Context: an optimization exercise on an open-source flow, tuned for small area. The choices shown serve that exercise and are no tape-out recipe.
RTL that was checked went through simulation tests only; none was proved equivalent to the original.
No activity file was given, so power comes from the tool's default toggle rates.

Setup of v22:
==> flow/design.v <==
module decimal_to_7segment_digit(
	input [3:0] decimal,
	output [6:0] segments
);
	wire [15:0] code = 16'd1 << decimal;
	assign segments[6] = |(code & 16'b0000001111101101);  
	assign segments[5] = |(code & 16'b0000001110011111);  
	assign segments[4] = |(code & 16'b0000001111111011);  
	assign segments[3] = |(code & 16'b0000000101101101);  
	assign segments[2] = |(code & 16'b0000000101000101);  
	assign segments[1] = |(code & 16'b0000001101110001);  
	assign segments[0] = |(code & 16'b0000001101111100);  
endmodule
module display(
	input wire clk,
	input wire user_btn,
	output wire [2:0] rgb_led,
	output wire digit_anode1,
	output wire digit_anode2,
	output wire digit_anode3,
	output wire digit_anode4,
	output wire segmentA,
	output wire segmentB,
	output wire segmentC,
	output wire segmentD,
	output wire segmentE,
	output wire segmentF,
	output wire segmentG
);
	wire rst = ~user_btn;
	reg [7:0] t;
	reg [3:0] d;
	wire tick = &t[7:4];            
	wire d_end = d[3] & d[2];       
	wire d_one = d == 4'd1;
	always @(posedge clk) begin
		if (rst | tick) t <= 0;
		else t <= t + 1'b1;
		if (rst | d_end) d <= 0;
		else d <= d + 1'b1;
	end
	reg [1:0] s;
	always @(posedge clk) begin
		if (rst) s <= 0;
		else if (d_end) s <= s + 1'b1;
	end
	reg [3:0] n0, n1, n2, n3;
	reg cf;       
	reg p;        
	reg f;        
	wire [1:0] ph = s + d[1:0];
	wire ones_ent = ph == 2'd0;
	wire thou_ent = ph == 2'd3;
	wire step = tick | p;
	wire c_in = ones_ent ? (step & ~f) : cf;
	wire n3_9 = n3[3] & n3[0];
	wire c_out = c_in & n3_9;
	wire [3:0] n3_inc = n3_9 ? 4'd0 : n3 + 1'b1;
	always @(posedge clk) begin
		if (rst) begin
			n0 <= 0; n1 <= 0; n2 <= 0; n3 <= 0;
			cf <= 0; p <= 0; f <= 0;
		end else begin
			n0 <= c_in ? n3_inc : n3;
			n1 <= n0;
			n2 <= n1;
			n3 <= n2;
			cf <= c_out & ~thou_ent;
			p <= step & ~ones_ent;
			f <= (f & ~(ones_ent & step)) | (c_out & thou_ent);
		end
	end
	wire lower9 = (s == 2'd0) | (n1[3] & n1[0] & ((s == 2'd1) |
	              (n2[3] & n2[0] & ((s == 2'd2) | (n3_9)))));
	wire corr = p & ~f & lower9;
	wire n0_9 = n0[3] & n0[0];
	wire [3:0] sample = corr ? (n0_9 ? 4'd0 : n0 + 1'b1) : n0;
	reg [3:0] l;
	always @(posedge clk) begin
		if (rst) l <= 4'd15;
		else if (d_one) l <= sample;
	end
	wire [6:0] seg;
	decimal_to_7segment_digit conv (l, seg);
	assign rgb_led = 3'b111;
	assign digit_anode4 = ~(s == 2'd0);
	assign digit_anode3 = ~(s == 2'd1);
	assign digit_anode2 = ~(s == 2'd2);
	assign digit_anode1 = ~(s == 2'd3);
	assign {segmentA, segmentB, segmentC, segmentD, segmentE, segmentF, segmentG} = seg;
endmodule
export LEC_CHECK = 0
export CAP_MARGIN = 20
export CORE_MARGIN = 2
export CORE_UTILIZATION = 40
export SLEW_MARGIN = 20
create_clock -name core_clock -period 20.0 [get_ports {clk}]
standard.sh (not shown) runs the stock make flow with config.mk's settings and CLKGATE_MAP_FILE= SYNTH_SCRIPT=/design/flow/synth_recipe.tcl, a recipe that flattens the netlist after the stock synthesis.
==> flow/flow/run.sh <==
#!/bin/bash
# Standard layout, with an area-oriented ABC script in synthesis (registers
# untouched), smaller port buffers and a smaller clock tree.
set -euo pipefail
W=$PWD
sed -e "s#SYNTH_SCRIPT=[^ ]*#SYNTH_SCRIPT=$W/flow/my_synth.tcl#" standard.sh > my_standard.sh
export MY_ABC_SCRIPT=$W/flow/area.abc
export BUFFER_PORTS_ARGS="-buffer_cell sky130_fd_sc_hd__buf_1"
export CTS_ARGS="-sink_clustering_enable -repair_clock_nets -dont_use_dummy_load -buf_list {sky130_fd_sc_hd__clkbuf_2 sky130_fd_sc_hd__clkbuf_4}"
bash my_standard.sh > make_flow.log 2>&1
==> flow/flow/area.abc <==
strash
dc2
dc2
dch -f
amap
topo
==> flow/flow/my_synth.tcl <==
proc synth {args} { yosys synth -nofsm -noshare {*}$args }
proc extract_fa {args} { }
proc abc {args} {
  set out {}
  set skip 0
  foreach a $args {
    if {$skip} { set skip 0; continue }
    if {$a eq "-script" || $a eq "-D"} { set skip 1; continue }
    lappend out $a
  }
  yosys abc -script $::env(MY_ABC_SCRIPT) {*}$out
}
source $::env(SCRIPTS_DIR)/synth.tcl
# left out here: clear keep_hierarchy, flatten, clean up, hide names made inside functions, write 1_2_yosys.v
Here is what was changed in the inputs of v21 compared with v22.
==> flow/design.v, changed modules only <==
module display(
	input wire clk,
	input wire user_btn,
	output wire [2:0] rgb_led,
	output wire digit_anode1,
	output wire digit_anode2,
	output wire digit_anode3,
	output wire digit_anode4,
	output wire segmentA,
	output wire segmentB,
	output wire segmentC,
	output wire segmentD,
	output wire segmentE,
	output wire segmentF,
	output wire segmentG
);
	wire rst = ~user_btn;
	localparam [7:0] TM = 8'haa;
	reg [7:0] ty;
	wire [7:0] tx = ty ^ TM;
	wire tick = ~|tx[6:0];
	wire tz = rst | tick;
	always @(posedge clk)
		ty <= (tz ? 8'h51 : {tx[6:0], tx[7] ^ ~(tx[0] ^ tx[1])}) ^ TM;
	reg [3:0] d;
	wire d_end = d[3] & d[2];       
	wire d_one = d == 4'd1;
	always @(posedge clk) begin
		if (rst | d_end) d <= 0;
		else d <= d + 1'b1;
	end
	reg [1:0] s;
	always @(posedge clk) begin
		if (rst) s <= 0;
		else if (d_end) s <= s + 1'b1;
	end
	reg [3:0] n0, n1y, n2, n3y;
	wire [3:0] n1 = ~n1y;
	wire [3:0] n3 = ~n3y;
	reg cf;       
	reg p;        
	reg f;        
	wire [1:0] ph = s + d[1:0];
	wire ones_ent = ph == 2'd0;
	wire thou_ent = ph == 2'd3;
	wire step = tick | p;
	wire c_in = ones_ent ? (step & ~f) : cf;
	wire n3_9 = n3[3] & n3[0];
	wire c_out = c_in & n3_9;
	wire [3:0] n3_inc = n3_9 ? 4'd0 : n3 + 1'b1;
	always @(posedge clk) begin
		if (rst) begin
			n0 <= 0; n1y <= 4'hf; n2 <= 0; n3y <= 4'hf;
			cf <= 0; p <= 0; f <= 0;
		end else begin
			n0 <= c_in ? n3_inc : n3;
			n1y <= ~n0;
			n2 <= n1;
			n3y <= ~n2;
			cf <= c_out & ~thou_ent;
			p <= step & ~ones_ent;
			f <= (f & ~(ones_ent & step)) | (c_out & thou_ent);
		end
	end
	wire lower9 = (s == 2'd0) | (n1[3] & n1[0] & ((s == 2'd1) |
	              (n2[3] & n2[0] & ((s == 2'd2) | (n3_9)))));
	wire corr = p & ~f & lower9;
	wire n0_9 = n0[3] & n0[0];
	wire [3:0] sample = corr ? (n0_9 ? 4'd0 : n0 + 1'b1) : n0;
	reg [3:0] l;
	always @(posedge clk) begin
		if (rst) l <= 4'd15;
		else if (d_one) l <= sample;
	end
	wire [6:0] seg;
	decimal_to_7segment_digit conv (l, seg);
	assign rgb_led = 3'b111;
	assign digit_anode4 = ~(s == 2'd0);
	assign digit_anode3 = ~(s == 2'd1);
	assign digit_anode2 = ~(s == 2'd2);
	assign digit_anode1 = ~(s == 2'd3);
	assign {segmentA, segmentB, segmentC, segmentD, segmentE, segmentF, segmentG} = seg;
endmodule
Looking at end point of the critical path, the segmentA result is from v21; the segmentD one comes from v22. Against v22 as the reference, v21 delivers a higher share of total power consumed by net switching. Final cell count without fillers: v21 < v22. v21: worst hold slack after final layout is 52 ps lower than what v22 reported. Power: v21 draws more than v22. Measured against each other, v21 and v22 differ in final area, the lower figure coming from v21. On area enclosed by the die boundary: between v21 and v22, it ends up lower for v21. When v21 is set beside v22, its core outline area turns out to be about 2.3% smaller. Compared with v22, in v21 share of the clock period used by the worst path now sits lower; shortest period the worst path allows now sits lower; clock transition at the registers of the reported paths now sits lower. Looking at critical path depth across v21 and v22, the one that comes out higher is v22.
Only the layout flow was run in v22; the RTL was not checked for function there.

-- what the ideal ports hide --
How much do the figures lean on ideal ports? The routed layouts below were timed once more, with nothing changed but the port constraints.
Step 1 (the two cells are an assumption about what drives the block):
set clk [get_ports {clk}]
set_driving_cell -lib_cell sky130_fd_sc_hd__clkbuf_16 $clk
set_driving_cell -lib_cell sky130_fd_sc_hd__buf_2 [delete_from_list [all_inputs] $clk]
Step 2 also shifts input and output timing later by t, the mid clock arrival at the registers, as if the neighbouring blocks saw the same clock.
Slacks: ideal ports / drivers / drivers and shift; pairs: ideal ports / drivers.
run	t (ns)	slack for setup (ns)	worst setup path after step 2
v22	0.354	14.412 / 14.390 / 14.526	input to register
v21	0.355	14.513 / 14.491 / 14.260	input to register
After both steps setup and hold are still met in every run listed. For v21, which loses most, drivers alone change the setup slack by -0.022 ns; drivers and shift together by -0.253 ns.
